From an optimization exercise on the open Yosys and OpenROAD flow, aimed at small area and a short achievable clock period; shortcuts taken in it are not production practice. Where RTL was checked, it was by simulation tests only, not by an equivalence proof against the original. The RTL of runs 7 and 8 was laid out without a check of its function. No activity file was given, so power comes from the tool's default toggle rates.

==> design.v <==
`timescale 1ns/1ps
module pifo_reg
#(
    parameter L2_REG_WIDTH = 4,
    parameter RANK_WIDTH = 16,
    parameter META_WIDTH = 12
)
(
    input                       rst,
    input                       clk,
    output reg                  full,
    input                       insert,
    input [RANK_WIDTH-1:0]      rank_in,
    input [META_WIDTH-1:0]      meta_in,
    output reg                  valid_out,
    input                       remove,
    output [RANK_WIDTH-1:0]     rank_out,
    output [META_WIDTH-1:0]     meta_out,
    output reg                  max_valid_out,
    output [RANK_WIDTH-1:0]     max_rank_out,
    output [META_WIDTH-1:0]     max_meta_out,
    output reg [L2_REG_WIDTH:0] num_entries,
    output reg                  empty
);
    localparam N  = 2**L2_REG_WIDTH;
    localparam RW = RANK_WIDTH;
    localparam MW = META_WIDTH;
    localparam SW = L2_REG_WIDTH;
    localparam DW = RW + MW;            
    localparam EW = DW + SW;            
    function automatic gt_tree(input [RW-1:0] a, input [RW-1:0] b, input cin);
        reg [RW-1:0] g, e;
        integer w, k;
        begin
            g = a & ~b;
            e = ~(a ^ b);
            for (w = RW; w > 1; w = w / 2)
                for (k = 0; k < w / 2; k = k + 1) begin
                    g[k] = g[2*k+1] | (e[2*k+1] & g[2*k]);
                    e[k] = e[2*k+1] & e[2*k];
                end
            gt_tree = g[0] | (e[0] & cin);
        end
    endfunction
    reg [EW-1:0] ent [0:N-1];
    reg [DW-1:0] max_d;
    reg [DW-1:0] p_d;
    reg [SW-1:0] p_slot;
    reg [N-1:0]  c;       
    reg          cm;      
    reg          op_any;      
    reg          op_rem;      
    reg          ld0, dn0, hold0;
    reg          max_new, max_sec, max_keep;
    reg          insert_ltch;
    reg          calc_min_max;
    wire [EW-1:0] new_ent  = {p_slot, p_d};
    wire [N-1:0] ld   = {{(N-1){op_any}} & c[N-1:1] & ~c[N-2:0], ld0};
    wire [N-1:0] up   = {{(N-1){op_any}} & c[N-2:0], 1'b0};
    wire [N-1:0] dn   = {{(N-1){op_rem}}, dn0};
    wire [N-1:0] hold = {~(({(N-1){op_any}} & c[N-1:1]) | {(N-1){op_rem}}), hold0};
    reg [EW-1:0] cur [0:N-1];
    reg [EW-1:0] nxt_up, nxt_dn;
    integer i;
    always @(*) begin
        for (i = 0; i < N; i = i + 1) begin
            nxt_up = (i > 0) ? ent[i-1] : {EW{1'b0}};
            if (i < N-1) begin
                nxt_dn = ent[i+1];
                nxt_dn[DW +: SW] = ent[i+1][DW +: SW] - (ent[i+1][DW +: SW] > ent[0][DW +: SW]);
            end else
                nxt_dn = {EW{1'b0}};
            cur[i] = ({EW{ld[i]}}   & new_ent)
                   | ({EW{up[i]}}   & nxt_up)
                   | ({EW{dn[i]}}     & nxt_dn)
                   | ({EW{hold[i]}} & ent[i]);
        end
    end
    wire [DW-1:0] cur_max = ({DW{max_new}}  & p_d)
                          | ({DW{max_sec}}  & ent[N-2][DW-1:0])
                          | ({DW{max_keep}} & max_d);
    assign rank_out     = cur[0][RW-1:0];
    assign meta_out     = cur[0][RW +: MW];
    assign max_rank_out = cur_max[RW-1:0];
    assign max_meta_out = cur_max[RW +: MW];
    always @(posedge clk) begin
        for (i = 0; i < N; i = i + 1)
            ent[i] <= cur[i];
        max_d <= cur_max;
    end
    wire nz      = |num_entries;
    wire is_full = num_entries[SW];
    wire do_rem  = remove & nz;
    wire do_ins  = ~do_rem & (insert | insert_ltch);
    wire [SW-1:0] cs_top = cur[N-1][DW +: SW];
    wire          rep_ok = is_full & ~remove;
    wire [N-1:0]  c_in;
    genvar g;
    generate
        for (g = 0; g < N; g = g + 1) begin : cmp
            wire v  = num_entries > g;
            wire sg = rep_ok & (cur[g][DW +: SW] > cs_top);
            assign c_in[g] = ~v | gt_tree(cur[g][RW-1:0], rank_in, sg);
        end
    endgenerate
    wire cm_in = nz & gt_tree(cur_max[RW-1:0], rank_in, 1'b0);
    wire [N-1:0] c_nx  = insert ? c_in : {1'b1, c[N-1:1]};
    wire         cm_nx = insert ? cm_in : (cm & nz);
    wire         go_ins = do_ins & ~rst;
    wire         go_rem = do_rem & ~rst;
    wire         go_rem0 = go_rem & (num_entries != 1);
    wire mn_nx = go_ins & (is_full ? (c_nx[N-1] & ~c_nx[N-2]) : ~cm_nx);
    wire ms_nx = go_ins & is_full & c_nx[N-2];
    always @(posedge clk) begin
        if (insert)
            p_d <= {meta_in, rank_in};
        c  <= c_nx;
        cm <= cm_nx;
        p_slot   <= is_full ? cs_top : num_entries[SW-1:0];
        op_any   <= go_ins;
        op_rem   <= go_rem;
        ld0      <= go_ins & c_nx[0];
        dn0      <= go_rem0;
        hold0    <= ~((go_ins & c_nx[0]) | go_rem0);
        max_new  <= mn_nx;
        max_sec  <= ms_nx;
        max_keep <= ~(go_ins & (is_full ? c_nx[N-1] : ~cm_nx));
    end
    always @(posedge clk) begin
        if (rst) begin
            valid_out <= 1'b0;
            max_valid_out <= 1'b0;
        end else begin
            if (insert | remove) begin
                valid_out <= 1'b0;
                max_valid_out <= 1'b0;
            end
            if (calc_min_max & nz) begin
                valid_out <= 1'b1;
                max_valid_out <= 1'b1;
            end
        end
    end
    always @(posedge clk) begin
        if (rst) begin
            num_entries <= 0;
            calc_min_max <= 0;
            insert_ltch <= 0;
            empty <= 1'b0;
            full <= 1'b0;
        end else begin
            calc_min_max <= 0;
            if (do_rem) begin
                if (num_entries == 1)
                    empty <= 1'b1;
                if (!insert)
                    full <= 1'b0;
                num_entries <= num_entries - 1'b1;
                calc_min_max <= 1;
                insert_ltch <= insert;
            end else if (do_ins) begin
                if (!is_full) begin
                    full <= (num_entries == N-1);
                    num_entries <= num_entries + 1'b1;
                end else
                    full <= 1'b1;
                empty <= 1'b0;
                calc_min_max <= 1;
                insert_ltch <= 0;
            end
        end
    end
endmodule
==> flow/run.sh <==
#!/bin/bash
# Standard ORFS layout, with plain buffers on the ports and timing repair
# aiming well below the clock period.
set -euo pipefail
bash standard.sh SETUP_SLACK_MARGIN=10.8 TNS_END_PERCENT=100 \
  "BUFFER_PORTS_ARGS=-buffer_cell sky130_fd_sc_hd__buf_4" finish > standard_flow.log 2>&1
==> standard.sh <==
#!/bin/bash
# synth_recipe.tcl (not shown) runs the flow's synth.tcl, then flattens the netlist and writes it again
# the make line also repeats each setting of config.mk as NAME=value (left out here)
make -C /OpenROAD-flow-scripts/flow DESIGN_CONFIG=/design/flow/config.mk WORK_HOME=/design/flow/orfs CLKGATE_MAP_FILE= SYNTH_SCRIPT=/design/flow/synth_recipe.tcl "${@:-finish}"
==> config.mk <==
export PLATFORM = sky130hd
export DESIGN_NAME = pifo_reg
export DESIGN_NICKNAME = pifo_reg
export VERILOG_FILES = /design/flow/design.v
export SDC_FILE = /design/flow/constraint.sdc
export NUM_CORES = 4
export LEC_CHECK = 0
export ABC_AREA = 1
export CAP_MARGIN = 20
export CORE_MARGIN = 2
export CORE_UTILIZATION = 55
export CTS_CLUSTER_DIAMETER = 80
export CTS_CLUSTER_SIZE = 30
export SLEW_MARGIN = 20
==> constraint.sdc <==
create_clock -name core_clock -period 16.0 [get_ports {clk}]
set_input_delay 3.2000 -clock core_clock [delete_from_list [all_inputs] [get_ports {clk}]]
set_output_delay 3.2000 -clock core_clock [all_outputs]
set_load 0.01 [all_outputs]
==> results.py, run 1 <==
metrics = {
    "status": {
        "outcome": "no timing/DRC/antenna violations",
    },
    "global_route": {
        "grt_pass1_vias": 30990,
        "globalRouteOverflowTotal": 0,
        "antenna_found_initial": 1,
        "grt_start_max_net_pins": 87,
        "grt_pass1_wl_um": 174700,
        "track_usage_pct": 33.35,
    },
    "timing": {
        "post-route-period-util_pct": 32.32,
        "max_freq_mhz": 193.4,
        "worst_clock_skew_ns": 0.02296,
        "setup_slack_ns": 10.83,
        "drv_slew": 0,
        "hold_viol": 0,
        "tns_ns": 0,
        "setup_viol_count_final": 0,
        "rsz0062_at_grt": "no",
        "relSlewSlack_pct": 31.88,
        "finalCriticalPeriod_ns": 5.171,
        "worst_pin_slew_ns": 1.022,
    },
    "synthesis": {
        "ys.flop_type": "dfxtp_1",
        "yosysUniqueCellTypes": 57,
        "synth_fp_nets": 4936,
        "yosysTopAreaCellShare_pct": 33.23,
        "synth_top_area_cell": "dfxtp_1",
        "ys_seq_elements": 607,
        "synth_edf_count": 28,
        "avgSynthCellArea_um2": 7.787,
        "syn_area_um2": 34890,
        "syn_inst": 4480,
        "synth_most_common_cell": "nand2_1",
        "async_flop_share_pct": 0,
        "ys_seq_area_share_pct": 35.64,
        "synth_warnings": 3,
        "synth_area_leaders": "dfxtp_1 (33%), nand2_1 (15%), ha_1 (15%)",
        "synth_common_cells": "nand2_1 (1436), dfxtp_1 (579), ha_1 (424)",
    },
    "routing": {
        "drt_wl_total_um": 112000,
        "wl_per_cell_um": 21.07,
        "via_count": 32140,
        "drcViolationCount": 0,
        "via_per_inst": 6.046,
        "drt_first_iter_violations": 2540,
        "firstDrtPassIters": 5,
        "drtAntennaViolNets": 0,
    },
    "die": {
        "start_util_pct": 55.51,
        "die_w_um": 255.9,
        "core_area_um2": 62850,
        "io-pin-count": 97,
        "rows": 92,
        "dieArea_um2": 65460,
        "die_h_um": 255.9,
    },
    "power": {
        "power.leakage_nw": 15.91,
        "p_per_area_nw_per_um2": 189.7,
        "p_switching_mw": 3.098,
        "p_total_mw": 7.101,
        "pwr-share-comb_pct": 46.0,
        "clock_power_share_pct": 15.5,
        "p_sw_share_pct": 43.62,
        "ir_worst_vdd_mv": 0.1156,
        "internal_power_mw": 4.003,
        "pwr-share-seq_pct": 38.5,
    },
    "clock_tree": {
        "cts_sinks": 607,
        "numCtsBuffers": 37,
        "clkSlewWorstSetupHoldPaths_ns": 0.11,
        "cts_tree": "yes",
        "clock-root-buffer": "clkbuf_16",
        "clock_latency_ns": 0.61,
        "htreeDepth": 2,
        "cts_buffer_depth": 3,
    },
    "min_path": {
        "hp-class": "flop to flop",
    },
    "worst_setup_path": {
        "crit_top_cell": "buf_4",
        "slowest_delay_ns": 0.58,
        "cp.arrival_ns": 1.97,
        "worst-r2r-cell-count": 16,
        "setup.worst_path.class": "flop to output port",
        "path_depth": 4,
        "timing.rr.end": "c[13]",
        "crit_fanout": 14,
        "cp.required_ns": 12.80,
        "crit_buf_inv": 3,
        "timing.rr.start": "op_rem",
        "crit_family": "flip-flops",
        "endpoint_kind": "output port",
        "endpoint": "rank_out[7]",
        "cpMaxStageDelayCell": "edfxtp_1",
        "path_cells": "inv_1 > buf_4 > o211ai_1 > buf_4",
        "cp-startpoint": "p_d[7]",
        "cp-start-kind": "flop",
        "r2r_slack_ns": 11.08,
    },
    "final_layout": {
        "layout.cells.non_filler": 5315,
        "fill_cells": 6099,
        "final_nets": 4899,
        "drive_gt1_share_pct": 8.481,
        "area_delta_synth_final_pct": 7.288,
        "antenna_cells": 0,
    },
    "placement": {
        "port_buffers": 96,
        "dp.cells": 5219,
        "gp_congestion": 0.8988,
        "place_hpwl_um": 83210,
        "dp_slack_ns": 10.55,
    },
    "flow_run": {
        "maxCapViolations": 0,
    },
}
[final cells by class]
type | count | area (um^2) | share of cell area [%]
multi-input combinational | 3303 | 20000 | 53.45
tap | 846 | 1059 | 2.828
timing repair buffer | 194 | 1489 | 3.978
sequential | 607 | 12440 | 33.23
inverter | 300 | 1187 | 3.172
clock buffer | 42 | 1007 | 2.691
clock inverter | 23 | 245.2 | 0.6552
[sequential cells by signal, indices dropped and copies added, names as in the netlist, 4 cells and up]
name	cells
num_entries	5
max_d	28
ent	512
p_slot	4
p_d	28
c	16
[routing by layer]
| layer | track usage [%] | up-vias | wire, um |
|---|---|---|---|
| met1 | 44.52 | 15260 | 48940 |
| met4 | 11.66 | 2 | 3970 |
| li1 | - | 15710 | - |
| met2 | 56.37 | 965 | 52720 |
| met3 | 3.189 | 200 | 6336 |
| met5 | 0 | - | 10 |
[worst min path at each step]
stage	from	to	cells past startpoint
floorplan	calc_min_max	max_valid_out	2
global placement	max_d[24]	max_d[24]	2
detailed placement	max_d[17]	max_d[17]	2
CTS	max_d[17]	max_d[17]	2
global route	max_d[26]	max_d[26]	2
finish	max_d[18]	max_d[18]	2
[layout by cell type (no fill, tap or decap), types with 8 or more instances in the layout]
cell,instances
o2111ai_2,18
a221o_1,19
o211ai_1,47
nand2_2,9
nor4_1,14
nor2_1,172
a32oi_1,15
clkbuf_16,39
o221ai_1,11
edfxtp_1,28
nand3_1,59
o21ai_0,242
nand4_1,38
buf_4,190
dfxtp_1,577
nor2_2,19
inv_2,23
clkinv_2,8
inv_1,257
o2111ai_1,309
clkinvlp_4,15
o22ai_1,48
nand2_1,1436
a221oi_1,47
nor2_4,10
ha_1,424
a21oi_1,279
a211oi_1,11
o21ai_1,13
[stage by stage]
step | utilization, % | hold WS [ns] | cell area (um^2)
after floorplan | - | 0.4345 | 34890
after global placement | 57.05 | 0.4409 | 35850
after detailed placement | 57.05 | 0.4438 | 35850
after CTS | 59.31 | 0.4684 | 37280
after global routing | 59.55 | 0.5005 | 37430
final | 59.55 | 0.4644 | 37430
[power by group through the flow]
stage                     sequential (mW)  clock, mW  combinational (mW)
final                                2.73       1.10                3.26
after global routing                 2.81       1.17                3.75
after CTS                            2.72       1.11                3.22
after detailed placement             2.75          0                3.20
after global placement               2.75          0                3.16
after floorplan                      2.58          0                2.40
[cell families after synthesis]
kind of cell	count (synthesis)	share of synthesized area, %
AO/OA/AOI/OAI	1093	21.52
XOR/XNOR	1	0.02511
adder cells (fa/ha/maj)	424	15.21
buffers and inverters	570	7.112
flip-flops	607	35.64
AND/OR/NAND/NOR	1785	20.50
[worst register-to-register path, cell delays in order, from the launching register on]
cell and delay, ns:
dfxtp_4 0.69, buf_4 0.64, buf_6 0.54, buf_6 0.58, nor2_2 0.33, buf_4 0.31
nand2_1 0.12, o2111ai_1 0.19, ha_1 0.36, nand2_1 0.06, nor2_1 0.14, nand2_1 0.14
nor4_1 0.30, o2111ai_1 0.18, nand4_1 0.11, nand2_1 0.05, o21ai_0 0.09
[what timing repair did]
item	4_1_cts	5_1_grt
buffers inserted	15	16
pin swaps	1	4
resized for setup	13	5
hold buffers	0	0
endpoints found under the setup margin	37	10
==> run 2, diff against run 1 <==
==> flow/run.sh (replaced) <==
#!/bin/bash
# Standard ORFS layout, with plain buffers on the ports and timing repair
# aiming well below the clock period.
set -euo pipefail
bash standard.sh SETUP_SLACK_MARGIN=11 TNS_END_PERCENT=100 \
  "BUFFER_PORTS_ARGS=-buffer_cell sky130_fd_sc_hd__buf_4" finish > standard_flow.log 2>&1
--- a/config.mk
+++ b/config.mk
@@ -10,5 +10,5 @@
 export CORE_MARGIN = 2
 export CORE_UTILIZATION = 55
 export CTS_CLUSTER_DIAMETER = 80
-export CTS_CLUSTER_SIZE = 30
+export CTS_CLUSTER_SIZE = 40
 export SLEW_MARGIN = 20
==> results.py, run 2 <==
metrics = {
    "global_route": {
        "track_usage_pct": 33.80,
        "globalRouteOverflowTotal": 0,
        "grt_pass1_wl_um": 176300,
        "antenna_found_initial": 1,
        "grt_pass1_vias": 31120,
        "grt_start_max_net_pins": 87,
    },
    "die": {
        "core_area_um2": 62850,
        "rows": 92,
        "io-pin-count": 97,
        "die_w_um": 255.9,
        "die_h_um": 255.9,
        "start_util_pct": 55.51,
        "dieArea_um2": 65460,
    },
    "routing": {
        "wl_per_cell_um": 21.31,
        "drcViolationCount": 0,
        "drt_first_iter_violations": 2381,
        "via_per_inst": 6.062,
        "drtAntennaViolNets": 0,
        "via_count": 32340,
        "drt_wl_total_um": 113700,
        "firstDrtPassIters": 5,
    },
    "clock_tree": {
        "hold_buffers": 0,
        "clock-root-buffer": "clkbuf_16",
        "cts_sinks": 607,
        "clock_latency_ns": 0.60,
        "cts_buffer_depth": 3,
        "cts_tree": "yes",
        "numCtsBuffers": 37,
        "clkSlewWorstSetupHoldPaths_ns": 0.11,
        "htreeDepth": 2,
    },
    "worst_setup_path": {
        "setup.worst_path.class": "flop to output port",
        "crit_fanout": 7,
        "endpoint_kind": "output port",
        "cp.arrival_ns": 1.80,
        "slowest_delay_ns": 0.57,
        "cpMaxStageDelayCell": "edfxtp_1",
        "cp.required_ns": 12.80,
        "cp-start-kind": "flop",
        "path_cells": "inv_4 > buf_12 > o211ai_1 > buf_4",
    },
    "flow_run": {
        "maxCapViolations": 0,
    },
    "synthesis": {
        "ys_seq_elements": 607,
        "syn_area_um2": 34890,
        "avgSynthCellArea_um2": 7.787,
        "ys_seq_area_share_pct": 35.64,
        "synth_edf_count": 28,
        "synth_common_cells": "nand2_1 (1436), dfxtp_1 (579), ha_1 (424)",
        "synth_warnings": 3,
        "synth_fp_nets": 4936,
        "synth_most_common_cell": "nand2_1",
        "ys.flop_type": "dfxtp_1",
        "async_flop_share_pct": 0,
        "syn_inst": 4480,
        "yosysTopAreaCellShare_pct": 33.23,
        "yosysUniqueCellTypes": 57,
        "synth_top_area_cell": "dfxtp_1",
        "synth_area_leaders": "dfxtp_1 (33%), nand2_1 (15%), ha_1 (15%)",
    },
    "power": {
        "ir_worst_vdd_mv": 0.1147,
        "power.leakage_nw": 16.03,
        "p_per_area_nw_per_um2": 189.3,
    },
    "timing": {
        "drv_slew": 0,
        "hold_viol": 0,
        "setup_viol_count_final": 0,
        "tns_ns": 0,
        "worst_pin_slew_ns": 1.029,
        "worst_clock_skew_ns": 0.02335,
        "max_freq_mhz": 200.0,
        "rsz0062_at_grt": "yes",
        "relSlewSlack_pct": 31.41,
        "post-route-period-util_pct": 31.25,
        "setup_slack_ns": 11.00,
        "finalCriticalPeriod_ns": 4.999,
    },
    "final_layout": {
        "area_delta_synth_final_pct": 8.030,
        "antenna_cells": 0,
        "drive_gt1_share_pct": 9.022,
        "seqCellArea_um2": 12440,
        "largest_registers": "ent (512), max_d (28), p_d (28)",
        "multi_input_area_um2": 20010,
        "most-common-layout-cells": "nand2_1 (1436), dfxtp_1 (576), ha_1 (424)",
        "final_common_cell": "nand2_1",
        "regMostFlops": "ent",
        "largest_reg_flops": 512,
        "final_nets": 4919,
        "fill_cells": 6076,
    },
    "min_path": {
        "hp-class": "flop to flop",
    },
    "placement": {
        "place_hpwl_um": 83210,
        "port_buffers": 96,
        "gp_congestion": 0.8988,
        "dp_slack_ns": 10.55,
    },
    "status": {
        "outcome": "no timing/DRC/antenna violations",
    },
}
## run 2: final cells by class
cell class / count / area share (%)
timing repair buffer: 214 / 4.582
clock buffer: 42 / 2.673
multi-input combinational: 3303 / 53.09
clock inverter: 23 / 0.6507
tap: 846 / 2.809
inverter: 300 / 3.177
sequential: 607 / 33.02
## run 2: through the flow
stage               total power, mW  cell area (um^2)  hold WS [ns]  utilization, %  std cells
CTS                           7.084             37520        0.4684           59.70       5323
finish                        7.135             37690        0.4648           59.96       5335
detailed placement            5.952             35850        0.4438           57.05       5219
global route                  7.760             37690        0.5005           59.96       5335
floorplan                     4.976             34890        0.4345               -       4480
global placement              5.912             35850        0.4409           57.05       5219
## run 2: cell families after synthesis
kind of cell	Yosys count	share of synthesized area [%]
fa+ha+maj	424	15.21
xor+xnor	1	0.02511
buf+inv	570	7.112
compound gates	1093	21.52
simple gates	1785	20.50
flops	607	35.64
## run 2: final timing paths
path | cells past startpoint | startpoint | to | slack [ns]
setup / recovery | 4 | p_d[4] | rank_out[4] | 11.00
hold / removal | 2 | max_d[21] | max_d[21] | 0.46
setup reg to reg | 16 | op_rem | c[13] | 11.25
hold reg to reg | 2 | max_d[21] | max_d[21] | 0.46
## run 2: power breakdown
group	switching [mW]	internal [mW]	leakage [nW]	total, mW
sequential	0.526	2.20	5.12	2.73
combinational	1.97	1.33	10.3	3.30
clock	0.608	0.494	0.621	1.10
## run 2: metal layers
metal	part of all wire (%)	global-route usage [%]	vias to the layer above
met5	0.0088	0	-
met2	47	57.10	995
met1	43	44.73	15370
li1	-	-	15760
met4	4.4	13.22	2
met3	5.6	3.030	218
## run 2: timing repair
action,CTS,global route
resized for setup,29,16
setup buffers,39,11
setup endpoints to repair,50,45
pin swaps,9,11
gates cloned,0,1
## run 2: critical path, delay by kind of cell (launching register included)
family                 cells  cell delay (ns)
DFF                        1             0.57
buffers and inverters      3             0.40
AOI/OAI and AO/OA          1             0.21
==> run 3, diff against run 2 <==
--- a/config.mk
+++ b/config.mk
@@ -10,5 +10,5 @@
 export CORE_MARGIN = 2
 export CORE_UTILIZATION = 55
 export CTS_CLUSTER_DIAMETER = 80
-export CTS_CLUSTER_SIZE = 40
+export CTS_CLUSTER_SIZE = 30
 export SLEW_MARGIN = 20
==> results.py, run 3 <==
metrics = {
    "synthesis": {
        "synth_top_area_cell": "dfxtp_1",
        "ys_seq_area_share_pct": 35.64,
        "syn_inst": 4480,
        "yosysTopAreaCellShare_pct": 33.23,
        "synth_warnings": 3,
        "async_flop_share_pct": 0,
        "synth_fp_nets": 4936,
        "synth_edf_count": 28,
        "avgSynthCellArea_um2": 7.787,
        "ys_seq_elements": 607,
        "syn_area_um2": 34890,
        "synth_most_common_cell": "nand2_1",
        "yosysUniqueCellTypes": 57,
        "synth_common_cells": "nand2_1 (1436), dfxtp_1 (579), ha_1 (424)",
        "synth_area_leaders": "dfxtp_1 (33%), nand2_1 (15%), ha_1 (15%)",
        "ys.flop_type": "dfxtp_1",
    },
    "final_layout": {
        "area_delta_synth_final_pct": 8.030,
        "final_nets": 4919,
        "drive_gt1_share_pct": 9.022,
        "most-common-layout-cells": "nand2_1 (1436), dfxtp_1 (576), ha_1 (424)",
        "layout.cells.non_filler": 5335,
        "largest_registers": "ent (512), max_d (28), p_d (28)",
        "regMostFlops": "ent",
        "final_util_pct": 59.96,
        "final_common_cell": "nand2_1",
        "antenna_cells": 0,
        "stdcell_area_um2": 37690,
        "largest_reg_flops": 512,
    },
    "flow_run": {
        "maxCapViolations": 0,
    },
    "global_route": {
        "grt_start_max_net_pins": 87,
        "grt_pass1_wl_um": 176300,
        "antenna_found_initial": 1,
        "globalRouteOverflowTotal": 0,
        "grt_pass1_vias": 31120,
        "track_usage_pct": 33.80,
    },
    "timing": {
        "max_freq_mhz": 200.0,
        "finalCriticalPeriod_ns": 4.999,
        "setup_viol_count_final": 0,
        "worst_pin_slew_ns": 1.029,
        "setup_slack_ns": 11.00,
        "rsz0062_at_grt": "yes",
        "worst_clock_skew_ns": 0.02335,
        "post-route-period-util_pct": 31.25,
        "relSlewSlack_pct": 31.41,
        "hold_viol": 0,
        "whs_ns": 0.4648,
        "tns_ns": 0,
        "drv_slew": 0,
    },
    "placement": {
        "dp.cells": 5219,
        "placed_area_um2": 35850,
        "dp_slack_ns": 10.55,
        "port_buffers": 96,
        "place_hpwl_um": 83210,
        "gp_congestion": 0.8988,
    },
    "die": {
        "io-pin-count": 97,
        "start_util_pct": 55.51,
        "core_area_um2": 62850,
        "rows": 92,
        "dieArea_um2": 65460,
        "die_h_um": 255.9,
        "die_w_um": 255.9,
    },
    "clock_tree": {
        "cts_sinks": 607,
        "numCtsBuffers": 37,
        "cts_buffer_depth": 3,
        "clkSlewWorstSetupHoldPaths_ns": 0.11,
        "cts_tree": "yes",
        "clock_latency_ns": 0.60,
        "clock-root-buffer": "clkbuf_16",
        "htreeDepth": 2,
        "hold_buffers": 0,
    },
    "worst_setup_path": {
        "crit_buf_inv": 3,
        "cp-start-kind": "flop",
        "path_cells": "inv_4 > buf_12 > o211ai_1 > buf_4",
        "endpoint_kind": "output port",
        "cp-startpoint": "p_d[4]",
        "cpMaxStageDelayCell": "edfxtp_1",
        "slowest_delay_ns": 0.57,
        "timing.rr.start": "op_rem",
        "crit_family": "flip-flops",
        "endpoint": "rank_out[4]",
        "r2r_slack_ns": 11.25,
        "timing.rr.end": "c[13]",
        "cp.required_ns": 12.80,
        "crit_fanout": 7,
        "worst-r2r-cell-count": 16,
        "cp.arrival_ns": 1.80,
        "setup.worst_path.class": "flop to output port",
        "path_depth": 4,
    },
    "status": {
        "outcome": "no timing/DRC/antenna violations",
    },
    "routing": {
        "drcViolationCount": 0,
        "drtAntennaViolNets": 0,
        "drt_wl_total_um": 113700,
        "via_per_inst": 6.062,
        "wl_per_cell_um": 21.31,
        "firstDrtPassIters": 5,
        "via_count": 32340,
        "drt_first_iter_violations": 2381,
    },
    "min_path": {
        "hp-class": "flop to flop",
    },
    "power": {
        "p_switching_mw": 3.107,
        "pwr-share-comb_pct": 46.3,
        "pwr-share-seq_pct": 38.3,
        "internal_power_mw": 4.028,
        "p_sw_share_pct": 43.55,
        "p_total_mw": 7.135,
        "p_per_area_nw_per_um2": 189.3,
        "ir_worst_vdd_mv": 0.1147,
        "clock_power_share_pct": 15.4,
        "power.leakage_nw": 16.03,
    },
}
==> run 3: logic make-up (layout without fill, tap and decap cells) <==
kind of cell             Yosys count  in the layout  share of synthesized area, %
AO/OA/AOI/OAI                   1093           1093                         21.52
adder cells (fa/ha/maj)          424            424                         15.21
flip-flops                       607            607                         35.64
buffers and inverters            570            579                         7.112
AND/OR/NAND/NOR                 1785           1785                         20.50
XOR/XNOR                           1              1                       0.02511
==> run 3: layout make-up <==
type	instances	area (um^2)
clock inverters	23	245.2
well taps	846	1059
flip-flops and latches	607	12440
multi-input cells	3303	20010
inverters	300	1197
clock buffers	42	1007
repair buffers	214	1727
fillers	6076	25160
==> run 3: worst min-delay path by stage <==
stage                    end  slack [ns]         start  cells past startpoint
6_report           max_d[21]        0.46     max_d[21]                      2
5_1_grt            max_d[26]        0.50     max_d[26]                      2
4_1_cts            max_d[17]        0.47     max_d[17]                      2
3_5_place_dp       max_d[17]        0.44     max_d[17]                      2
3_3_place_gp       max_d[24]        0.44     max_d[24]                      2
2_1_floorplan  max_valid_out        0.43  calc_min_max                      2
==> run 3: worst reg2reg max path, cell delays in order, from the launching register on <==
cell	delay, ns
dfxtp_4	0.69
buf_6	0.48
buf_6	0.50
buf_6	0.58
nor2_2	0.31
buf_4	0.31
nand2_1	0.12
o2111ai_1	0.19
ha_1	0.36
nand2_1	0.06
nor2_1	0.14
nand2_1	0.14
nor4_1	0.34
o2111ai_1	0.18
nand4_1	0.11
nand2_1	0.05
o21ai_0	0.09
==> run 3: repair_timing <==
item	in CTS	in global routing
pin swaps	9	11
resized for setup	29	16
buffers inserted	39	11
setup endpoints to repair	50	45
gates cloned	0	1
==> run 3: power by group through the flow <==
stage / combinational [mW] / clock (mW) / sequential (mW)
finish: 3.30 / 1.10 / 2.73
global route: 3.79 / 1.17 / 2.81
CTS: 3.25 / 1.11 / 2.72
detailed placement: 3.20 / 0 / 2.75
global placement: 3.16 / 0 / 2.75
floorplan: 2.40 / 0 / 2.58
==> run 3: per-layer routing <==
metal	up-vias	wire length, um	track usage, %
met5	-	10	0
met4	2	4972	13.22
met3	218	6387	3.030
met2	995	53360	57.10
met1	15370	48980	44.73
li1	15760	-	-
==> run 4, diff against run 3 <==
--- a/config.mk
+++ b/config.mk
@@ -11,4 +11,5 @@
 export CORE_UTILIZATION = 55
 export CTS_CLUSTER_DIAMETER = 80
 export CTS_CLUSTER_SIZE = 30
+export GPL_ROUTABILITY_DRIVEN = 0
 export SLEW_MARGIN = 20
==> results.py, run 4 <==
metrics = {
    "synthesis": {
        "synth_top_area_cell": "dfxtp_1",
        "syn_inst": 4480,
        "synth-simple-area-share_pct": 20.50,
        "synthMuxAreaShare_pct": 0,
        "synthAdderAreaFrac_pct": 15.21,
        "synth_common_cells": "nand2_1 (1436), dfxtp_1 (579), ha_1 (424)",
        "ys_seq_elements": 607,
        "synthXorXnorAreaFrac_pct": 0.02511,
        "synth-compound-area-share_pct": 21.52,
        "synth_most_common_cell": "nand2_1",
        "syn_area_um2": 34890,
        "yosysUniqueCellTypes": 57,
        "yosysTopAreaCellShare_pct": 33.23,
        "async_flop_share_pct": 0,
        "synth_area_leaders": "dfxtp_1 (33%), nand2_1 (15%), ha_1 (15%)",
        "synth_top_family_by_area": "compound AO/OA/AOI/OAI gates",
        "synth_edf_count": 28,
        "avgSynthCellArea_um2": 7.787,
        "synth_fp_nets": 4936,
        "synth_warnings": 3,
        "ys.flop_type": "dfxtp_1",
        "ys_seq_area_share_pct": 35.64,
    },
    "die": {
        "rows": 92,
        "start_util_pct": 55.51,
        "die_w_um": 255.9,
        "io-pin-count": 97,
        "core_area_um2": 62850,
        "die_h_um": 255.9,
        "dieArea_um2": 65460,
    },
    "flow_run": {
        "maxCapViolations": 0,
    },
    "min_path": {
        "holdPathStages": 2,
        "hp-class": "flop to flop",
        "holdCritStartpoint": "max_d[21]",
    },
    "worst_setup_path": {
        "timing.rr.start": "op_rem",
        "cp-start-kind": "flop",
        "cp.arrival_ns": 1.80,
        "timing.rr.end": "c[13]",
        "endpoint_kind": "output port",
        "r2r_slack_ns": 11.25,
        "setup.worst_path.class": "flop to output port",
        "cp-startpoint": "p_d[4]",
        "cp.required_ns": 12.80,
        "endpoint": "rank_out[4]",
        "worst-r2r-cell-count": 16,
        "crit_fanout": 7,
    },
    "timing": {
        "hold_viol": 0,
        "drv_slew": 0,
        "relSlewSlack_pct": 31.41,
        "worst_clock_skew_ns": 0.02335,
        "setup_viol_count_final": 0,
        "tns_ns": 0,
        "worst_pin_slew_ns": 1.029,
        "rsz0062_at_grt": "yes",
        "max_freq_mhz": 200.0,
        "post-route-period-util_pct": 31.25,
        "finalCriticalPeriod_ns": 4.999,
    },
    "placement": {
        "port_buffers": 96,
        "dp.cells": 5219,
        "place_hpwl_um": 83210,
    },
    "global_route": {
        "grt_pass1_wl_um": 176300,
        "track_usage_pct": 33.80,
        "globalRouteOverflowTotal": 0,
        "grt_start_max_net_pins": 87,
        "grt_pass1_vias": 31120,
        "antenna_found_initial": 1,
    },
    "final_layout": {
        "fill_cells": 6076,
        "drive_gt1_share_pct": 9.022,
        "largest_reg_flops": 512,
        "antenna_cells": 0,
        "regMostFlops": "ent",
        "most-common-layout-cells": "nand2_1 (1436), dfxtp_1 (576), ha_1 (424)",
        "layout.cells.non_filler": 5335,
        "final_nets": 4919,
        "area_delta_synth_final_pct": 8.030,
        "largest_registers": "ent (512), max_d (28), p_d (28)",
        "final_common_cell": "nand2_1",
    },
    "clock_tree": {
        "cts_tree": "yes",
        "numCtsBuffers": 37,
        "clock_latency_ns": 0.60,
        "cts_buffer_depth": 3,
        "clkSlewWorstSetupHoldPaths_ns": 0.11,
        "htreeDepth": 2,
        "cts_sinks": 607,
        "clock-root-buffer": "clkbuf_16",
    },
    "routing": {
        "drcViolationCount": 0,
        "drt_first_iter_violations": 2381,
        "wl_per_cell_um": 21.31,
        "drtAntennaViolNets": 0,
        "firstDrtPassIters": 5,
        "via_count": 32340,
        "drt_wl_total_um": 113700,
        "via_per_inst": 6.062,
    },
    "power": {
        "power.leakage_nw": 16.03,
        "ir_worst_vdd_mv": 0.1147,
        "p_per_area_nw_per_um2": 189.3,
    },
    "status": {
        "outcome": "no timing/DRC/antenna violations",
    },
}
## run 4: timing repair
action                     4_1_cts  5_1_grt
pin swaps                        9       11
hold buffers                     0        0
resized for setup               29       16
buffers inserted                39       11
gates cloned                     0        1
setup endpoints to repair       50       45
## run 4: logic make-up after synthesis
logic type | Yosys count
flops | 607
fa+ha+maj | 424
compound gates | 1093
xor+xnor | 1
simple gates | 1785
buf+inv | 570
## run 4: worst max-delay path, cell delays in order, from the launching register on
cell and delay, ns:
edfxtp_1 0.57, inv_4 0.08, buf_12 0.16, o211ai_1 0.21, buf_4 0.16
## run 4: worst min-delay path by stage
stage | to | slack, ns
2_1_floorplan | max_valid_out | 0.43
3_3_place_gp | max_d[24] | 0.44
3_5_place_dp | max_d[17] | 0.44
4_1_cts | max_d[17] | 0.47
5_1_grt | max_d[26] | 0.50
6_report | max_d[21] | 0.46
## run 4: where the power goes
part / leakage (nW) / internal, mW / total [mW] / switching (mW)
sequential: 5.12 / 2.20 / 2.73 / 0.526
clock: 0.621 / 0.494 / 1.10 / 0.608
combinational: 10.3 / 1.33 / 3.30 / 1.97
## run 4: per-stage QoR
stage / area, um^2 / hold slack (ns) / power, mW / worst slack [ns] / utilization (%)
final: 37690 / 0.4648 / 7.135 / 11.00 / 59.96
after global routing: 37690 / 0.5005 / 7.760 / 10.98 / 59.96
after CTS: 37520 / 0.4684 / 7.084 / 10.98 / 59.70
after detailed placement: 35850 / 0.4438 / 5.952 / 10.55 / 57.05
after global placement: 35850 / 0.4409 / 5.912 / 10.57 / 57.05
after floorplan: 34890 / 0.4345 / 4.976 / 11.31 / -
## run 4: per-layer routing
metal	track usage [%]	part of all wire, %	vias up	routed length [um]
met4	13.22	4.4	2	4972
met5	0	0.0088	-	10
li1	-	-	15760	-
met2	57.10	47	995	53360
met3	3.030	5.6	218	6387
met1	44.73	43	15370	48980
## run 4: area by class of cell
type,count,area (um^2),share of cell area [%]
flip-flops and latches,607,12440,33.02
multi-input cells,3303,20010,53.09
inverters,300,1197,3.177
clock inverters,23,245.2,0.6507
clock buffers,42,1007,2.673
repair buffers,214,1727,4.582
well taps,846,1059,2.809
==> run 5, diff against run 4 <==
--- a/config.mk
+++ b/config.mk
@@ -8,8 +8,7 @@
 export ABC_AREA = 1
 export CAP_MARGIN = 20
 export CORE_MARGIN = 2
-export CORE_UTILIZATION = 55
+export CORE_UTILIZATION = 50
 export CTS_CLUSTER_DIAMETER = 80
 export CTS_CLUSTER_SIZE = 30
-export GPL_ROUTABILITY_DRIVEN = 0
 export SLEW_MARGIN = 20
==> results.py, run 5 <==
metrics = {
    "routing": {
        "via_per_inst": 5.882,
        "wl_per_cell_um": 20.84,
        "via_count": 32000,
        "drcViolationCount": 0,
        "drt_first_iter_violations": 1991,
        "drt_wl_total_um": 113400,
        "drtAntennaViolNets": 0,
        "firstDrtPassIters": 5,
    },
    "timing": {
        "post-route-period-util_pct": 31.33,
        "worst_clock_skew_ns": 0.02716,
        "max_freq_mhz": 199.5,
        "whs_ns": 0.4669,
        "hold_viol": 0,
        "rsz0062_at_grt": "yes",
        "drv_slew": 0,
        "setup_viol_count_final": 0,
        "tns_ns": 0,
        "setup_slack_ns": 10.99,
        "relSlewSlack_pct": 41.23,
        "finalCriticalPeriod_ns": 5.013,
        "worst_pin_slew_ns": 0.8794,
    },
    "synthesis": {
        "synth_fp_nets": 4936,
        "syn_area_um2": 34890,
        "yosysTopAreaCellShare_pct": 33.23,
        "ys.flop_type": "dfxtp_1",
        "synth-compound-area-share_pct": 21.52,
        "synth_common_cells": "nand2_1 (1436), dfxtp_1 (579), ha_1 (424)",
        "ys_seq_elements": 607,
        "synth_top_area_cell": "dfxtp_1",
        "avgSynthCellArea_um2": 7.787,
        "synth_area_leaders": "dfxtp_1 (33%), nand2_1 (15%), ha_1 (15%)",
        "synthMuxAreaShare_pct": 0,
        "synthXorXnorAreaFrac_pct": 0.02511,
        "synth-simple-area-share_pct": 20.50,
        "yosysUniqueCellTypes": 57,
        "synthAdderAreaFrac_pct": 15.21,
        "synth_edf_count": 28,
        "ys_seq_area_share_pct": 35.64,
        "synth_warnings": 3,
        "syn_inst": 4480,
        "synth_top_family_by_area": "compound AO/OA/AOI/OAI gates",
        "synth_most_common_cell": "nand2_1",
        "async_flop_share_pct": 0,
    },
    "final_layout": {
        "most-common-layout-cells": "nand2_1 (1436), dfxtp_1 (575), ha_1 (424)",
        "final_common_cell": "nand2_1",
        "regMostFlops": "ent",
        "largest_registers": "ent (512), max_d (28), p_d (28)",
        "stdcell_area_um2": 38000,
        "final_nets": 4939,
        "layout.cells.non_filler": 5440,
        "final_util_pct": 55.21,
        "area_delta_synth_final_pct": 8.923,
        "antenna_cells": 0,
        "drive_gt1_share_pct": 9.492,
        "largest_reg_flops": 512,
    },
    "clock_tree": {
        "cts_sinks": 607,
        "cts_buffer_depth": 3,
        "numCtsBuffers": 37,
        "htreeDepth": 2,
        "cts_tree": "yes",
        "clock-root-buffer": "clkbuf_16",
        "clock_latency_ns": 0.61,
        "clkSlewWorstSetupHoldPaths_ns": 0.10,
        "hold_buffers": 0,
    },
    "placement": {
        "placed_area_um2": 35980,
        "dp_slack_ns": 10.45,
        "port_buffers": 96,
        "gp_congestion": 0.9237,
        "dp.cells": 5306,
        "place_hpwl_um": 83640,
    },
    "worst_setup_path": {
        "endpoint_kind": "output port",
        "worst-r2r-cell-count": 15,
        "crit_fanout": 2,
        "setup.worst_path.class": "flop to output port",
        "timing.rr.end": "c[7]",
        "path_cells": "clkinvlp_4 > o211ai_1 > buf_4",
        "cp-start-kind": "flop",
        "cp.arrival_ns": 1.81,
        "cpMaxStageDelayCell": "edfxtp_1",
        "slowest_delay_ns": 0.52,
        "r2r_slack_ns": 11.31,
        "timing.rr.start": "op_rem",
        "cp.required_ns": 12.80,
    },
    "die": {
        "start_util_pct": 50.69,
        "io-pin-count": 97,
        "die_h_um": 268.1,
        "core_area_um2": 68830,
        "dieArea_um2": 71900,
        "die_w_um": 268.1,
        "rows": 96,
    },
    "power": {
        "p_total_mw": 7.125,
        "ir_worst_vdd_mv": 0.1048,
        "power.leakage_nw": 16.12,
        "p_per_area_nw_per_um2": 187.5,
    },
    "flow_run": {
        "maxCapViolations": 0,
    },
    "global_route": {
        "grt_pass1_wl_um": 177200,
        "track_usage_pct": 31.29,
        "globalRouteOverflowTotal": 0,
        "grt_pass1_vias": 31340,
        "grt_start_max_net_pins": 138,
        "antenna_found_initial": 0,
    },
    "min_path": {
        "holdCritStartpoint": "max_d[19]",
        "holdPathStages": 2,
        "hold_path_end": "max_d[19]",
        "hp-class": "flop to flop",
    },
    "status": {
        "outcome": "no timing/DRC/antenna violations",
    },
}
## run 5: final cells by class
| type | instances | area (um^2) |
|---|---|---|
| sequential | 607 | 12440 |
| tap | 931 | 1165 |
| fill | 6715 | 30830 |
| multi-input combinational | 3303 | 20000 |
| timing repair buffer | 234 | 1918 |
| clock inverter | 25 | 286.5 |
| clock buffer | 40 | 979.7 |
| inverter | 300 | 1206 |
## run 5: kinds of logic (layout without fill, tap and decap cells)
logic type               Yosys count  after routing
AO/OA/AOI/OAI                   1093           1093
XOR/XNOR                           1              1
adder cells (fa/ha/maj)          424            424
buffers and inverters            570            599
flip-flops                       607            607
AND/OR/NAND/NOR                 1785           1785
## run 5: routing by layer
metal / GRT usage, % / share of wire [%]
met1: 41.22 / 44
met2: 53.05 / 47
met3: 2.465 / 4.5
met4: 12.62 / 4.2
met5: 0 / 0
## run 5: worst max path at each step
| stage | from | cells after the start | to | slack [ns] |
|---|---|---|---|---|
| after floorplan | rank_in[15] | 10 | max_new | 11.31 |
| after global placement | rank_in[9] | 13 | max_new | 10.50 |
| after detailed placement | rank_in[9] | 13 | max_new | 10.45 |
| after CTS | p_d[26] | 3 | meta_out[10] | 10.92 |
| after global routing | p_d[26] | 3 | meta_out[10] | 10.95 |
| final | p_d[26] | 3 | meta_out[10] | 10.99 |
## run 5: worst max-delay path, delay by kind of cell (launching register included)
kind | cells | cell delay, ns
flops | 1 | 0.52
buf+inv | 2 | 0.43
compound gates | 1 | 0.26
## run 5: power breakdown
| group | total, mW | internal (mW) | switching [mW] |
|---|---|---|---|
| registers | 2.73 | 2.20 | 0.525 |
| logic | 3.28 | 1.33 | 1.95 |
| clock network | 1.11 | 0.480 | 0.633 |
## run 5: timing repair
action / 4_1_cts / 5_1_grt
gates resized for setup: 27 / 17
pin swaps: 12 / 6
setup buffers: 46 / 22
setup endpoints to repair: 48 / 35
==> run 6, diff against run 5 <==
==> flow/run.sh (replaced) <==
#!/bin/bash
# Standard ORFS layout, with plain buffers on the ports and timing repair
# aiming well below the clock period.
set -euo pipefail
bash standard.sh SETUP_SLACK_MARGIN=11.1 TNS_END_PERCENT=100 \
  "BUFFER_PORTS_ARGS=-buffer_cell sky130_fd_sc_hd__buf_4" finish > standard_flow.log 2>&1
--- a/config.mk
+++ b/config.mk
@@ -8,7 +8,7 @@
 export ABC_AREA = 1
 export CAP_MARGIN = 20
 export CORE_MARGIN = 2
-export CORE_UTILIZATION = 50
+export CORE_UTILIZATION = 55
 export CTS_CLUSTER_DIAMETER = 80
 export CTS_CLUSTER_SIZE = 30
 export SLEW_MARGIN = 20
==> results.py, run 6 <==
metrics = {
    "clock_tree": {
        "cts_sinks": 607,
        "clkSlewWorstSetupHoldPaths_ns": 0.10,
        "clock-root-buffer": "clkbuf_16",
        "clock_latency_ns": 0.60,
        "cts_tree": "yes",
        "numCtsBuffers": 37,
        "cts_buffer_depth": 3,
        "htreeDepth": 2,
    },
    "synthesis": {
        "synth_most_common_cell": "nand2_1",
        "synth-compound-area-share_pct": 21.52,
        "synth_common_cells": "nand2_1 (1436), dfxtp_1 (579), ha_1 (424)",
        "async_flop_share_pct": 0,
        "synth_top_family_by_area": "compound AO/OA/AOI/OAI gates",
        "ys_seq_elements": 607,
        "synth-simple-area-share_pct": 20.50,
        "syn_area_um2": 34890,
        "ys.flop_type": "dfxtp_1",
        "avgSynthCellArea_um2": 7.787,
        "synth_area_leaders": "dfxtp_1 (33%), nand2_1 (15%), ha_1 (15%)",
        "synth_warnings": 3,
        "ys_seq_area_share_pct": 35.64,
        "synth_fp_nets": 4936,
        "synthAdderAreaFrac_pct": 15.21,
        "synth_edf_count": 28,
        "synth_top_area_cell": "dfxtp_1",
        "synthXorXnorAreaFrac_pct": 0.02511,
        "yosysUniqueCellTypes": 57,
        "syn_inst": 4480,
        "synthMuxAreaShare_pct": 0,
        "yosysTopAreaCellShare_pct": 33.23,
    },
    "die": {
        "dieArea_um2": 65460,
        "die_h_um": 255.9,
        "core_area_um2": 62850,
        "io-pin-count": 97,
        "die_w_um": 255.9,
        "start_util_pct": 55.51,
        "rows": 92,
    },
    "routing": {
        "via_count": 32520,
        "wl_per_cell_um": 21.34,
        "drtAntennaViolNets": 0,
        "drcViolationCount": 0,
        "firstDrtPassIters": 6,
        "drt_first_iter_violations": 2354,
        "drt_wl_total_um": 114900,
        "via_per_inst": 6.042,
    },
    "final_layout": {
        "area_delta_synth_final_pct": 9.691,
        "largest_registers": "ent (512), max_d (28), p_d (28)",
        "largest_reg_flops": 512,
        "final_common_cell": "nand2_1",
        "final_util_pct": 60.89,
        "regMostFlops": "ent",
        "final_nets": 4965,
        "fill_cells": 5995,
        "most-common-layout-cells": "nand2_1 (1436), dfxtp_1 (576), ha_1 (424)",
        "drive_gt1_share_pct": 10.32,
    },
    "power": {
        "pwr-share-seq_pct": 38.0,
        "p_sw_share_pct": 43.46,
        "p_per_area_nw_per_um2": 187.5,
        "internal_power_mw": 4.057,
        "ir_worst_vdd_mv": 0.09052,
        "p_switching_mw": 3.118,
        "clock_power_share_pct": 15.4,
        "power.leakage_nw": 16.29,
        "pwr-share-comb_pct": 46.6,
    },
    "timing": {
        "rsz0062_at_grt": "yes",
        "tns_ns": 0,
        "relSlewSlack_pct": 33.04,
        "setup_viol_count_final": 0,
        "setup_slack_ns": 11.06,
        "hold_viol": 0,
        "post-route-period-util_pct": 30.89,
        "worst_clock_skew_ns": 0.02358,
        "max_freq_mhz": 202.4,
        "finalCriticalPeriod_ns": 4.942,
        "worst_pin_slew_ns": 1.004,
        "whs_ns": 0.4648,
        "drv_slew": 0,
    },
    "min_path": {
        "hp-class": "flop to flop",
        "hold_path_end": "max_d[18]",
        "holdPathStages": 2,
        "holdCritStartpoint": "max_d[18]",
    },
    "worst_setup_path": {
        "timing.rr.start": "op_rem",
        "cp.required_ns": 12.80,
        "slowest_delay_ns": 0.44,
        "cp-start-kind": "flop",
        "cpMaxStageDelayCell": "edfxtp_1",
        "crit_fanout": 2,
        "path_cells": "clkinvlp_4 > o211ai_1 > buf_4",
        "worst-r2r-cell-count": 16,
        "setup.worst_path.class": "flop to output port",
        "r2r_slack_ns": 11.26,
        "cp.arrival_ns": 1.74,
        "endpoint_kind": "output port",
        "timing.rr.end": "c[13]",
    },
    "placement": {
        "dp_slack_ns": 10.55,
        "place_hpwl_um": 83210,
        "port_buffers": 96,
        "gp_congestion": 0.8988,
    },
    "global_route": {
        "globalRouteOverflowTotal": 0,
        "grt_pass1_wl_um": 178000,
        "grt_start_max_net_pins": 87,
        "track_usage_pct": 34.20,
        "grt_pass1_vias": 31290,
        "antenna_found_initial": 0,
    },
    "flow_run": {
        "maxCapViolations": 0,
    },
    "status": {
        "outcome": "no timing/DRC/antenna violations",
    },
}
[run 6: cell counts after synthesis]
Identical to the previous run, type by type.
[run 6: final cells by class]
class | instances | area [um^2] | area share, %
Sequential cell | 607 | 12440 | 32.52
Timing Repair Buffer | 260 | 2247 | 5.872
Multi-Input combinational cell | 3303 | 20030 | 52.35
Clock inverter | 23 | 245.2 | 0.6409
Tap cell | 846 | 1059 | 2.766
Clock buffer | 42 | 1007 | 2.632
Inverter | 300 | 1229 | 3.211
Antenna cell | 1 | 2.502 | 0.006539
[run 6: kinds of logic (layout without fill, tap and decap cells)]
| group | count (synthesis) | in the layout |
|---|---|---|
| AND/OR/NAND/NOR | 1785 | 1785 |
| buffers and inverters | 570 | 625 |
| other | 0 | 1 |
| flip-flops | 607 | 607 |
| AO/OA/AOI/OAI | 1093 | 1093 |
| XOR/XNOR | 1 | 1 |
| adder cells (fa/ha/maj) | 424 | 424 |
[run 6: repair_timing]
item / CTS / global route
resized for setup: 63 / 22
hold buffers: 0 / 0
cloned: 0 / 0
setup endpoints to repair: 56 / 59
pin swaps: 18 / 24
endpoints found under the hold margin: 0 / 0
setup buffers: 64 / 33
[run 6: critical path: cells and delay by family, from the launching register on]
kind            cells  cell delay [ns]
compound gates      1             0.29
buf+inv             2             0.40
flops               1             0.44
[run 6: through the flow]
stage	area [um^2]	std cells	total power, mW
after floorplan	34890	4480	4.976
after global placement	35850	5219	5.912
after detailed placement	35850	5219	5.952
after CTS	37830	5348	7.113
after global routing	38260	5381	7.802
final	38270	5382	7.176
[run 6: power by group through the flow]
stage | Sequential (mW) | Clock [mW] | Combinational (mW)
floorplan | 2.58 | 0 | 2.40
global placement | 2.75 | 0 | 3.16
detailed placement | 2.75 | 0 | 3.20
CTS | 2.72 | 1.11 | 3.28
global route | 2.81 | 1.17 | 3.83
finish | 2.73 | 1.10 | 3.34
[run 6: metal layers]
| layer | part of all wire, % | track usage (%) | vias up |
|---|---|---|---|
| met5 | 0 | 0 | - |
| met4 | 4.5 | 14.20 | 0 |
| met1 | 43 | 44.82 | 15500 |
| met2 | 47 | 57.99 | 961 |
| li1 | - | - | 15860 |
| met3 | 5.3 | 2.971 | 200 |
[run 6: worst max path at each step]
stage	to	depth (start not counted)	from	slack (ns)
3_3_place_gp	max_new	12	rank_in[15]	10.57
3_5_place_dp	c[8]	11	rank_in[15]	10.55
4_1_cts	meta_out[9]	3	p_d[25]	11.00
2_1_floorplan	max_new	10	rank_in[15]	11.31
6_report	meta_out[9]	3	p_d[25]	11.06
5_1_grt	meta_out[11]	4	p_d[27]	10.99
==> run 7, diff against run 6 <==
--- a/design.v
+++ b/design.v
@@ -47,7 +47,6 @@
     reg [DW-1:0] p_d;
     reg [SW-1:0] p_slot;
     reg [N-1:0]  c;       
-    reg          cm;      
     reg          op_any;      
     reg          op_rem;      
     reg          ld0, dn0, hold0;
@@ -95,17 +94,17 @@
     wire [SW-1:0] cs_top = cur[N-1][DW +: SW];
     wire          rep_ok = is_full & ~remove;
     wire [N-1:0]  c_in;
+    wire [N-1:0]  vld;
     genvar g;
     generate
         for (g = 0; g < N; g = g + 1) begin : cmp
-            wire v  = num_entries > g;
             wire sg = rep_ok & (cur[g][DW +: SW] > cs_top);
-            assign c_in[g] = ~v | gt_tree(cur[g][RW-1:0], rank_in, sg);
+            assign vld[g]  = num_entries > g;
+            assign c_in[g] = ~vld[g] | gt_tree(cur[g][RW-1:0], rank_in, sg);
         end
     endgenerate
-    wire cm_in = nz & gt_tree(cur_max[RW-1:0], rank_in, 1'b0);
     wire [N-1:0] c_nx  = insert ? c_in : {1'b1, c[N-1:1]};
-    wire         cm_nx = insert ? cm_in : (cm & nz);
+    wire         cm_nx = |(c_nx & vld);
     wire         go_ins = do_ins & ~rst;
     wire         go_rem = do_rem & ~rst;
     wire         go_rem0 = go_rem & (num_entries != 1);
@@ -115,7 +114,6 @@
         if (insert)
             p_d <= {meta_in, rank_in};
         c  <= c_nx;
-        cm <= cm_nx;
         p_slot   <= is_full ? cs_top : num_entries[SW-1:0];
         op_any   <= go_ins;
         op_rem   <= go_rem;
==> flow/run.sh (replaced) <==
#!/bin/bash
# Standard ORFS layout, with plain buffers on the ports and timing repair
# aiming well below the clock period.
set -euo pipefail
bash standard.sh SETUP_SLACK_MARGIN=11 TNS_END_PERCENT=100 \
  "BUFFER_PORTS_ARGS=-buffer_cell sky130_fd_sc_hd__buf_4" finish > standard_flow.log 2>&1
--- a/config.mk
+++ b/config.mk
@@ -9,6 +9,5 @@
 export CAP_MARGIN = 20
 export CORE_MARGIN = 2
 export CORE_UTILIZATION = 55
-export CTS_CLUSTER_DIAMETER = 80
 export CTS_CLUSTER_SIZE = 30
 export SLEW_MARGIN = 20
==> results.py, run 7 <==
metrics = {
    "routing": {
        "firstDrtPassIters": 6,
        "drtAntennaViolNets": 0,
        "drt_first_iter_violations": 3856,
        "wl_per_cell_um": 24.06,
        "via_per_inst": 6.186,
        "drcViolationCount": 0,
        "drt_wl_total_um": 137100,
        "via_count": 35250,
    },
    "power": {
        "p_per_area_nw_per_um2": 195.1,
        "ir_worst_vdd_mv": 0.1173,
        "power.leakage_nw": 17.66,
    },
    "final_layout": {
        "fill_cells": 5744,
        "drive_gt1_share_pct": 12.43,
        "stdcell_area_um2": 40560,
        "area_delta_synth_final_pct": 16.12,
        "final_common_cell": "nand2_1",
        "final_nets": 5237,
        "largest_reg_flops": 512,
        "most-common-layout-cells": "nand2_1 (1682), dfxtp_1 (573), ha_1 (394)",
        "regMostFlops": "ent",
        "multi_input_area_um2": 20580,
        "largest_registers": "ent (512), max_d (28), p_d (28)",
        "seqCellArea_um2": 12430,
    },
    "synthesis": {
        "synth_common_cells": "nand2_1 (1705), dfxtp_1 (578), ha_1 (409)",
        "ys.flop_type": "dfxtp_1",
        "synth_most_common_cell": "nand2_1",
        "syn_area_um2": 34930,
        "synth_fp_nets": 5134,
        "async_flop_share_pct": 0,
        "synth_area_leaders": "dfxtp_1 (33%), nand2_1 (18%), ha_1 (15%)",
        "yosysTopAreaCellShare_pct": 33.12,
        "synth_edf_count": 28,
        "syn_inst": 4693,
        "synth_top_area_cell": "dfxtp_1",
        "yosysUniqueCellTypes": 45,
        "ys_seq_area_share_pct": 35.53,
        "synth_warnings": 3,
        "avgSynthCellArea_um2": 7.443,
        "ys_seq_elements": 606,
    },
    "die": {
        "dieArea_um2": 65550,
        "start_util_pct": 55.48,
        "core_area_um2": 62970,
        "io-pin-count": 97,
        "rows": 92,
        "die_w_um": 256.0,
        "die_h_um": 256.0,
    },
    "worst_setup_path": {
        "crit_buf_inv": 5,
        "crit_fanout": 5,
        "setup.worst_path.class": "flop to output port",
        "cpMaxStageDelayCell": "dfxtp_2",
        "cp-start-kind": "flop",
        "cp.arrival_ns": 1.87,
        "crit_top_cell": "buf_4",
        "path_cells": "clkinvlp_4 > buf_8 > buf_6 > o211ai_1 > buf_4 > buf_4",
        "slowest_delay_ns": 0.35,
        "crit_family": "buffers and inverters",
        "cp.required_ns": 12.80,
        "r2r_slack_ns": 11.29,
        "endpoint_kind": "output port",
    },
    "placement": {
        "place_hpwl_um": 90180,
        "port_buffers": 96,
        "gp_congestion": 0.9681,
        "placed_area_um2": 36080,
    },
    "timing": {
        "finalCriticalPeriod_ns": 5.069,
        "relSlewSlack_pct": 24.93,
        "tns_ns": 0,
        "worst_pin_slew_ns": 1.125,
        "drv_slew": 0,
        "worst_clock_skew_ns": 0.01986,
        "setup_viol_count_final": 0,
        "hold_viol": 0,
        "max_freq_mhz": 197.3,
        "post-route-period-util_pct": 31.68,
        "rsz0062_at_grt": "yes",
    },
    "global_route": {
        "antenna_found_initial": 2,
        "grt_pass1_wl_um": 204300,
        "track_usage_pct": 40.65,
        "grt_pass1_vias": 33060,
        "globalRouteOverflowTotal": 0,
        "grt_start_max_net_pins": 111,
    },
    "clock_tree": {
        "clock_latency_ns": 0.63,
        "numCtsBuffers": 71,
        "clkSlewWorstSetupHoldPaths_ns": 0.06,
        "hold_buffers": 0,
        "clock-root-buffer": "clkbuf_16",
        "cts_tree": "yes",
        "cts_buffer_depth": 3,
        "htreeDepth": 3,
        "cts_sinks": 606,
    },
    "min_path": {
        "hp-class": "flop to flop",
    },
    "status": {
        "outcome": "no timing/DRC/antenna violations",
    },
    "flow_run": {
        "maxCapViolations": 0,
    },
}
run 7: cell types whose count changed in the layout (fill, tap and decap cells not counted), moves of 30 or more:
cell / previous run / this run
ha_1: 424 / 394
nor2_1: 172 / 205
a21oi_1: 279 / 195
inv_1: 241 / 318
nand2_1: 1436 / 1682
clkbuf_16: 39 / 75
o21ai_0: 242 / 151
run 7: power breakdown:
part	switching (mW)	internal, mW	total (mW)
sequential	0.523	2.18	2.70
clock	0.694	0.899	1.59
combinational	2.22	1.40	3.62
run 7: layout make-up:
| type | instances | share of cell area (%) |
|---|---|---|
| Multi-Input combinational cell | 3445 | 50.73 |
| Sequential cell | 606 | 30.63 |
| Timing Repair Buffer | 300 | 6.746 |
| Clock buffer | 104 | 4.985 |
| Inverter | 372 | 3.794 |
| Tap cell | 846 | 2.610 |
| Clock inverter | 23 | 0.4935 |
| Antenna cell | 2 | 0.01234 |
run 7: metal layers:
metal / global-route usage (%) / up-vias / part of all wire, %
li1: - / 16400 / -
met1: 55.33 / 16600 / 42
met2: 61.94 / 1867 / 42
met3: 7.298 / 375 / 9.7
met4: 20.37 / 2 / 5.9
met5: 0 / - / 0.0095
run 7: final timing paths:
path	startpoint	endpoint	depth (start not counted)
worst min register to register	ent[15][25]	ent[15][25]	2
worst max-delay path	ld0	meta_out[11]	6
worst max register to register	op_rem	max_new	21
worst min-delay path	ent[15][25]	ent[15][25]	2
run 7: repair_timing:
| item | CTS | global route |
|---|---|---|
| resized for setup | 74 | 123 |
| setup buffers | 111 | 24 |
| pin swaps | 16 | 53 |
| endpoints found under the setup margin | 57 | 32 |
| gates cloned | 0 | 3 |
run 7: logic make-up after synthesis:
group	Yosys count	synth area share (%)
xor gates and xnor gates	1	0.02508
AOI/OAI and AO/OA	912	18.48
DFF	606	35.53
adders and majority gates	409	14.65
and+or+nand+nor	2123	23.89
buffers and inverters	642	7.425
run 7: tightest hold or removal path: cells and delay by family, from the launching register on:
kind / cells / cell delay [ns]
and+or+nand+nor: 2 / 0.10
DFF: 1 / 0.32
run 7: stage by stage:
stage	hold WS (ns)	utilization, %	setup slack, ns	std cells	power, mW
floorplan	0.4264	-	11.09	4693	4.918
global placement	0.4401	57.29	9.930	5430	5.955
detailed placement	0.4450	57.29	9.917	5430	6.014
CTS	0.4581	63.01	10.88	5668	7.703
global route	0.4756	64.41	10.88	5696	8.491
finish	0.4543	64.42	10.93	5698	7.912
==> run 8, diff against run 7 <==
--- a/config.mk
+++ b/config.mk
@@ -9,5 +9,6 @@
 export CAP_MARGIN = 20
 export CORE_MARGIN = 2
 export CORE_UTILIZATION = 55
+export CTS_CLUSTER_DIAMETER = 80
 export CTS_CLUSTER_SIZE = 30
 export SLEW_MARGIN = 20
==> results.py, run 8 <==
metrics = {
    "timing": {
        "max_freq_mhz": 198.1,
        "rsz0062_at_grt": "yes",
        "post-route-period-util_pct": 31.55,
        "worst_pin_slew_ns": 1.132,
        "drv_slew": 0,
        "worst_clock_skew_ns": 0.02257,
        "relSlewSlack_pct": 24.47,
        "setup_slack_ns": 10.95,
        "whs_ns": 0.4614,
        "setup_viol_count_final": 0,
        "hold_viol": 0,
        "finalCriticalPeriod_ns": 5.048,
        "tns_ns": 0,
    },
    "power": {
        "p_sw_share_pct": 45.32,
        "power.leakage_nw": 17.15,
        "pwr-share-seq_pct": 36.5,
        "p_per_area_nw_per_um2": 187.6,
        "p_total_mw": 7.386,
        "clock_power_share_pct": 15.3,
        "p_switching_mw": 3.347,
        "internal_power_mw": 4.039,
        "ir_worst_vdd_mv": 0.1238,
        "pwr-share-comb_pct": 48.2,
    },
    "final_layout": {
        "most-common-layout-cells": "nand2_1 (1698), dfxtp_1 (573), ha_1 (399)",
        "largest_registers": "ent (512), max_d (28), p_d (28)",
        "largest_reg_flops": 512,
        "stdcell_area_um2": 39370,
        "area_delta_synth_final_pct": 12.72,
        "final_nets": 5203,
        "final_common_cell": "nand2_1",
        "drive_gt1_share_pct": 11.11,
        "regMostFlops": "ent",
        "layout.cells.non_filler": 5635,
        "final_util_pct": 62.53,
    },
    "global_route": {
        "antenna_found_initial": 1,
        "grt_pass1_wl_um": 201300,
        "track_usage_pct": 39.99,
        "globalRouteOverflowTotal": 0,
        "grt_pass1_vias": 32490,
        "grt_start_max_net_pins": 111,
    },
    "placement": {
        "placed_area_um2": 36080,
        "port_buffers": 96,
        "dp.cells": 5430,
        "dp_slack_ns": 9.917,
        "place_hpwl_um": 90180,
        "gp_congestion": 0.9681,
    },
    "die": {
        "dieArea_um2": 65550,
        "die_w_um": 256.0,
        "io-pin-count": 97,
        "rows": 92,
        "core_area_um2": 62970,
        "die_h_um": 256.0,
        "start_util_pct": 55.48,
    },
    "synthesis": {
        "avgSynthCellArea_um2": 7.443,
        "synth_most_common_cell": "nand2_1",
        "ys_seq_elements": 606,
        "yosysUniqueCellTypes": 45,
        "synth_area_leaders": "dfxtp_1 (33%), nand2_1 (18%), ha_1 (15%)",
        "ys_seq_area_share_pct": 35.53,
        "synth_fp_nets": 5134,
        "synth_top_area_cell": "dfxtp_1",
        "ys.flop_type": "dfxtp_1",
        "syn_inst": 4693,
        "synth_warnings": 3,
        "synth_common_cells": "nand2_1 (1705), dfxtp_1 (578), ha_1 (409)",
        "synth_edf_count": 28,
        "async_flop_share_pct": 0,
        "yosysTopAreaCellShare_pct": 33.12,
        "syn_area_um2": 34930,
    },
    "worst_setup_path": {
        "crit_fanout": 8,
        "cp.arrival_ns": 1.85,
        "cp.required_ns": 12.80,
        "cpMaxStageDelayCell": "dfxtp_2",
        "path_cells": "clkinvlp_4 > buf_8 > o211ai_1 > buf_4 > buf_6",
        "cp-start-kind": "flop",
        "endpoint_kind": "output port",
        "setup.worst_path.class": "flop to output port",
        "slowest_delay_ns": 0.36,
    },
    "routing": {
        "drcViolationCount": 0,
        "firstDrtPassIters": 6,
        "drt_wl_total_um": 134700,
        "drtAntennaViolNets": 0,
        "wl_per_cell_um": 23.90,
        "via_per_inst": 6.166,
        "drt_first_iter_violations": 4010,
        "via_count": 34750,
    },
    "clock_tree": {
        "cts_tree": "yes",
        "clock-root-buffer": "clkbuf_16",
        "clock_latency_ns": 0.61,
        "clkSlewWorstSetupHoldPaths_ns": 0.08,
        "numCtsBuffers": 37,
        "cts_buffer_depth": 3,
        "hold_buffers": 0,
        "htreeDepth": 2,
        "cts_sinks": 606,
    },
    "status": {
        "outcome": "no timing/DRC/antenna violations",
    },
    "min_path": {
        "hp-class": "flop to flop",
    },
    "flow_run": {
        "maxCapViolations": 0,
    },
}
run 8: cell counts after synthesis:
Identical to the previous run, type by type.
run 8: area by class of cell:
type | instances | area (um^2)
multi-input cells | 3445 | 20390
inverters | 372 | 1539
well taps | 846 | 1059
repair buffers | 300 | 2683
fillers | 5881 | 23590
diodes | 1 | 2.502
flip-flops and latches | 606 | 12430
clock buffers | 41 | 960.9
clock inverters | 24 | 311.5
run 8: path summary, 6_finish.rpt:
check / startpoint / to / slack (ns) / cells after the start
hold / removal: calc_min_max / max_valid_out / 0.46 / 2
hold reg to reg: calc_min_max / max_valid_out / 0.46 / 2
setup reg to reg: op_rem / max_keep / 11.24 / 22
setup / recovery: ld0 / meta_out[5] / 10.95 / 5
run 8: per-layer routing:
layer	track usage [%]	vias up	wire length [um]
met5	0	-	0
met3	6.447	305	12950
met1	55.03	16360	56960
met4	19.20	0	6957
met2	61.16	1796	57820
li1	-	16290	-
run 8: logic make-up after synthesis:
| group | Yosys count | synth area share, % |
|---|---|---|
| buffers and inverters | 642 | 7.425 |
| xor gates and xnor gates | 1 | 0.02508 |
| AOI/OAI and AO/OA | 912 | 18.48 |
| and+or+nand+nor | 2123 | 23.89 |
| adders and majority gates | 409 | 14.65 |
| DFF | 606 | 35.53 |
run 8: worst max-delay path: cells and delay by family, from the launching register on:
family	cells	cell delay, ns
buf+inv	4	0.59
flops	1	0.36
compound gates	1	0.30
run 8: timing repair:
item                       CTS  global route
resized for setup           69            97
gates cloned                 0             1
setup buffers              106            31
setup endpoints to repair   57            28
pin swaps                   11            37
run 8: power groups by stage:
| stage | Clock [mW] | Sequential [mW] | Combinational, mW |
|---|---|---|---|
| 2_1_floorplan | 0 | 2.54 | 2.38 |
| 3_3_place_gp | 0 | 2.71 | 3.25 |
| 3_5_place_dp | 0 | 2.71 | 3.30 |
| 4_1_cts | 1.13 | 2.68 | 3.40 |
| 5_1_grt | 1.18 | 2.76 | 4.02 |
| 6_report | 1.13 | 2.69 | 3.56 |

## what the ideal ports hide
Ports are ideal in the flow. The routed layouts listed here were re-timed in OpenROAD.
Step 1 sets driving cells, clkbuf_16 on the clock port and buf_2 on the other inputs (assumed; they add their load-dependent delay and slew).
Step 2 moves the port delays by t, midway between the first and last clock arrival at a register: inputs arrive t later, outputs are due t later. That takes back most of the time a late clock gives input paths.
Slacks: ideal ports / drivers / drivers and shift; pairs: ideal ports / drivers.
| run | shift t [ns] | setup slack, ns | latest minus earliest clock arrival (ns) | worst data-port slew with drivers (ns) | cell pins on the clock port's net |
|---|---|---|---|---|---|
| run 1 | 0.665 | 10.829 / 10.759 / 10.489 | 0.024 / 0.024 | 0.04 | 1 |
| run 2 | 0.659 | 11.000 / 10.934 / 10.532 | 0.025 / 0.025 | 0.04 | 1 |
| run 3 | 0.659 | 11.000 / 10.934 / 10.532 | 0.025 / 0.025 | 0.04 | 1 |
| run 4 | 0.659 | 11.000 / 10.934 / 10.532 | 0.025 / 0.025 | 0.04 | 1 |
| run 5 | 0.664 | 10.987 / 10.919 / 10.465 | 0.033 / 0.034 | 0.05 | 1 |
| run 6 | 0.658 | 11.058 / 10.990 / 10.591 | 0.028 / 0.028 | 0.05 | 1 |
| run 7 | 0.683 | 10.931 / 10.863 / 10.417 | 0.021 / 0.021 | 0.06 | 1 |
| run 8 | 0.669 | 10.952 / 10.883 / 10.400 | 0.029 / 0.029 | 0.06 | 1 |
After both steps every run listed still meets setup and hold. For run 8, which loses most, drivers alone change the setup slack by -0.069 ns; drivers and shift together by -0.552 ns.
